From an optimization exercise on the open Yosys and OpenROAD flow, aimed at small area, a short achievable clock period and few clock cycles per item; shortcuts taken in it are not production practice. Where RTL was checked, it was by simulation tests only, not by an equivalence proof against the original. No activity file was given, so power comes from the tool's default toggle rates.

== violet ==
// ECC_ENC_DEC
module ECC_ENC_DEC
#(
parameter DATA_WIDTH = 32,
parameter AMBA_ADDR_WIDTH = 20,
parameter AMBA_WORD = 32
)
(
input wire clk,
input wire rst,
input wire [AMBA_ADDR_WIDTH-1:0] PADDR,
input wire [AMBA_WORD-1:0] PWDATA,
input wire PENABLE,
           PSEL,
           PWRITE,
output reg [AMBA_WORD-1:0] PRDATA,
output reg [DATA_WIDTH-1:0] data_out,
output reg operation_done,
output reg [1:0] num_of_errors
);
For scale: about 940 cells after synthesis, ~220 flip-flops, about 0.011 mm2 of cells after synthesis.
clock: 5.0 ns
lec_check: 0
cap_margin: 20
core_margin: 2
core_utilization: 40
cts_cluster_diameter: 100
cts_cluster_size: 25
setup_slack_margin: 2.95
slew_margin: 20
standard.sh (not shown) runs the stock make flow with config.mk's settings and CLKGATE_MAP_FILE= SYNTH_SCRIPT=/design/flow/synth_recipe.tcl, a recipe that flattens the netlist after the stock synthesis.
==> flow/flow/run.sh <==
#!/bin/bash
# The standard layout (standard.sh), with two changes to the cells it may use:
#  - the port buffers are buf_1 cells instead of the delay cell buffer_ports picks by default;
#  - the 3-input XOR/XNOR cells are added to the platform's don't-use list, so that
#    synthesis and repair build the parity trees from 2-input XOR/XNOR cells.
set -euo pipefail
export BUFFER_PORTS_ARGS="-buffer_cell sky130_fd_sc_hd__buf_1"
DU=$(make -s -C "$FLOW_HOME" DESIGN_CONFIG="$PWD/config.mk" WORK_HOME="$PWD/orfs" print-DONT_USE_CELLS 2> print.log | sed -n 's/^DONT_USE_CELLS: //p')
[ -n "$DU" ]
DU="$DU sky130_fd_sc_hd__xnor3_1 sky130_fd_sc_hd__xnor3_2 sky130_fd_sc_hd__xnor3_4 sky130_fd_sc_hd__xor3_1 sky130_fd_sc_hd__xor3_2 sky130_fd_sc_hd__xor3_4"
echo "DONT_USE_CELLS=$DU" > dont_use.txt
bash standard.sh DONT_USE_CELLS="$DU" finish > standard.log 2>&1
violet completed every stage of the flow, and the final layout passed the timing, DRC and antenna checks.
Changes in quartz relative to violet:
- SETUP_SLACK_MARGIN: 2.95 -> 2.9
==> comparison <==
quartz: flow completed, timing, DRC and antenna clean. quartz: final cell count is 7 lower than what violet reported. Compared with violet, in quartz pre-CTS worst setup slack climbed 0.042 ns, total power dropped 2.4%, least setup slack across all paths after layout dropped 0.12 ns. Comparing quartz and violet, the higher total stage count of the critical path is on violet. Signed area change from the synthesized netlist to the final layout (higher): violet.
Function was not checked in any run of this note: the RTL went through the layout flow alone.

---

ECC_ENC_DEC, a different RTL version from the one above (not shown whole).
Size in the first run: ~1000 cells after synthesis, roughly 220 flip-flops.
clock: 5.0 ns
lec_check: 0
cap_margin: 20
core_margin: 2
core_utilization: 40
cts_cluster_diameter: 100
cts_cluster_size: 25
setup_slack_margin: 2.9
slew_margin: 20
==> flow/flow/run.sh <==
#!/bin/bash
# The standard layout (standard.sh), with two changes to the cells it may use:
#  - the port buffers are buf_1 cells instead of the delay cell buffer_ports picks by default;
#  - the 3-input XOR/XNOR cells are added to the platform's don't-use list, so that
#    synthesis and repair build the parity trees from 2-input XOR/XNOR cells.
set -euo pipefail
export BUFFER_PORTS_ARGS="-buffer_cell sky130_fd_sc_hd__buf_1"
DU=$(make -s -C "$FLOW_HOME" DESIGN_CONFIG="$PWD/config.mk" WORK_HOME="$PWD/orfs" print-DONT_USE_CELLS 2> print.log | sed -n 's/^DONT_USE_CELLS: //p')
[ -n "$DU" ]
DU="$DU sky130_fd_sc_hd__xnor3_1 sky130_fd_sc_hd__xnor3_2 sky130_fd_sc_hd__xnor3_4 sky130_fd_sc_hd__xor3_1 sky130_fd_sc_hd__xor3_2 sky130_fd_sc_hd__xor3_4"
echo "DONT_USE_CELLS=$DU" > dont_use.txt
export SKIP_LAST_GASP=1
bash standard.sh DONT_USE_CELLS="$DU" finish > standard.log 2>&1
Testbench counts at the start, summed over its fixed seeds: cycles 12,384, ops 1,920.
Next try:
--- a/flow/flow/run.sh
+++ b/flow/flow/run.sh
@@ -10,4 +10,3 @@
 DU="$DU sky130_fd_sc_hd__xnor3_1 sky130_fd_sc_hd__xnor3_2 sky130_fd_sc_hd__xnor3_4 sky130_fd_sc_hd__xor3_1 sky130_fd_sc_hd__xor3_2 sky130_fd_sc_hd__xor3_4"
 echo "DONT_USE_CELLS=$DU" > dont_use.txt
-export SKIP_LAST_GASP=1
 bash standard.sh DONT_USE_CELLS="$DU" finish > standard.log 2>&1
Result:
- total power does not change
- clock skew does not change
- final area is unchanged
Next try:
SETUP_SLACK_MARGIN = 2.85   (was 2.9)
=> Global-route usage hardly moves. Via count barely changes. Maximum frequency falls by 2.3%. Worst hold slack improves by 0.013 ns. Combinational power barely changes. Setup slack degrades by 0.049 ns. Sequential share of layout area barely changes.
Next try:
--- a/flow/flow/run.sh
+++ b/flow/flow/run.sh
@@ -3,5 +3,6 @@
 #  - the port buffers are buf_1 cells instead of the delay cell buffer_ports picks by default;
 #  - the 3-input XOR/XNOR cells are added to the platform's don't-use list, so that
-#    synthesis and repair build the parity trees from 2-input XOR/XNOR cells.
+#    synthesis and repair build the parity trees from 2-input XOR/XNOR cells;
+#  - timing repair does not clone gates.
 set -euo pipefail
 export BUFFER_PORTS_ARGS="-buffer_cell sky130_fd_sc_hd__buf_1"
@@ -10,3 +11,4 @@
 DU="$DU sky130_fd_sc_hd__xnor3_1 sky130_fd_sc_hd__xnor3_2 sky130_fd_sc_hd__xnor3_4 sky130_fd_sc_hd__xor3_1 sky130_fd_sc_hd__xor3_2 sky130_fd_sc_hd__xor3_4"
 echo "DONT_USE_CELLS=$DU" > dont_use.txt
+export SKIP_GATE_CLONING=1
 bash standard.sh DONT_USE_CELLS="$DU" finish > standard.log 2>&1
SETUP_SLACK_MARGIN = 2.9   (was 2.85)
Outcome: The new run passed the timing, DRC and antenna checks; setup slack gains 0.049 ns; clock skew hardly moves; cell count stays flat.
Next try:
--- a/flow/flow/run.sh
+++ b/flow/flow/run.sh
@@ -3,6 +3,5 @@
 #  - the port buffers are buf_1 cells instead of the delay cell buffer_ports picks by default;
 #  - the 3-input XOR/XNOR cells are added to the platform's don't-use list, so that
-#    synthesis and repair build the parity trees from 2-input XOR/XNOR cells;
-#  - timing repair does not clone gates.
+#    synthesis and repair build the parity trees from 2-input XOR/XNOR cells.
 set -euo pipefail
 export BUFFER_PORTS_ARGS="-buffer_cell sky130_fd_sc_hd__buf_1"
@@ -11,4 +10,3 @@
 DU="$DU sky130_fd_sc_hd__xnor3_1 sky130_fd_sc_hd__xnor3_2 sky130_fd_sc_hd__xnor3_4 sky130_fd_sc_hd__xor3_1 sky130_fd_sc_hd__xor3_2 sky130_fd_sc_hd__xor3_4"
 echo "DONT_USE_CELLS=$DU" > dont_use.txt
-export SKIP_GATE_CLONING=1
 bash standard.sh DONT_USE_CELLS="$DU" finish > standard.log 2>&1
SETUP_SLACK_MARGIN = 2.92   (was 2.9)
The new run completed with no timing, DRC or antenna violations; total power goes up by 2.4%; routed wire length barely changes; worst hold slack is worse by 0.0043 ns; via count goes up by 0.37%; die area does not change; fmax goes down by 0.79%.

-- re-timing with driven ports --
The results above use ideal ports. As a check the final layouts listed here were re-extracted and re-timed, cells and wires unchanged. Step 1 assumes that a clkbuf_16 drives the clock port and a buf_2 every other input. Step 2, shift: input delay + t, output delay - t, t = (earliest + latest rising clock arrival at the registers) / 2. This alone moves slack from input paths to output paths. Three values: no drivers, after step 1, after step 2; two values: the first two.
| run | t (ns) | setup slack, ns | worst setup path after step 2 |
|---|---|---|---|
| violet | 0.532 | 2.980 / 2.952 / 2.503 | input to register |
| quartz | 0.522 | 2.856 / 2.882 / 2.360 | input to register |
| the first run of note 2 | 0.526 | 2.966 / 2.919 / 2.529 | input to register |
| the second run of note 2 | 0.526 | 2.966 / 2.919 / 2.529 | input to register |
| the third run of note 2 | 0.528 | 2.917 / 2.915 / 2.449 | input to register |
| the fourth run of note 2 | 0.526 | 2.966 / 2.919 / 2.529 | input to register |
| the fifth run of note 2 | 0.520 | 2.950 / 2.934 / 2.580 | input to register |
After both steps every run listed still meets setup and hold. For quartz, which loses most, drivers alone change the setup slack by +0.026 ns; drivers and shift together by -0.496 ns.
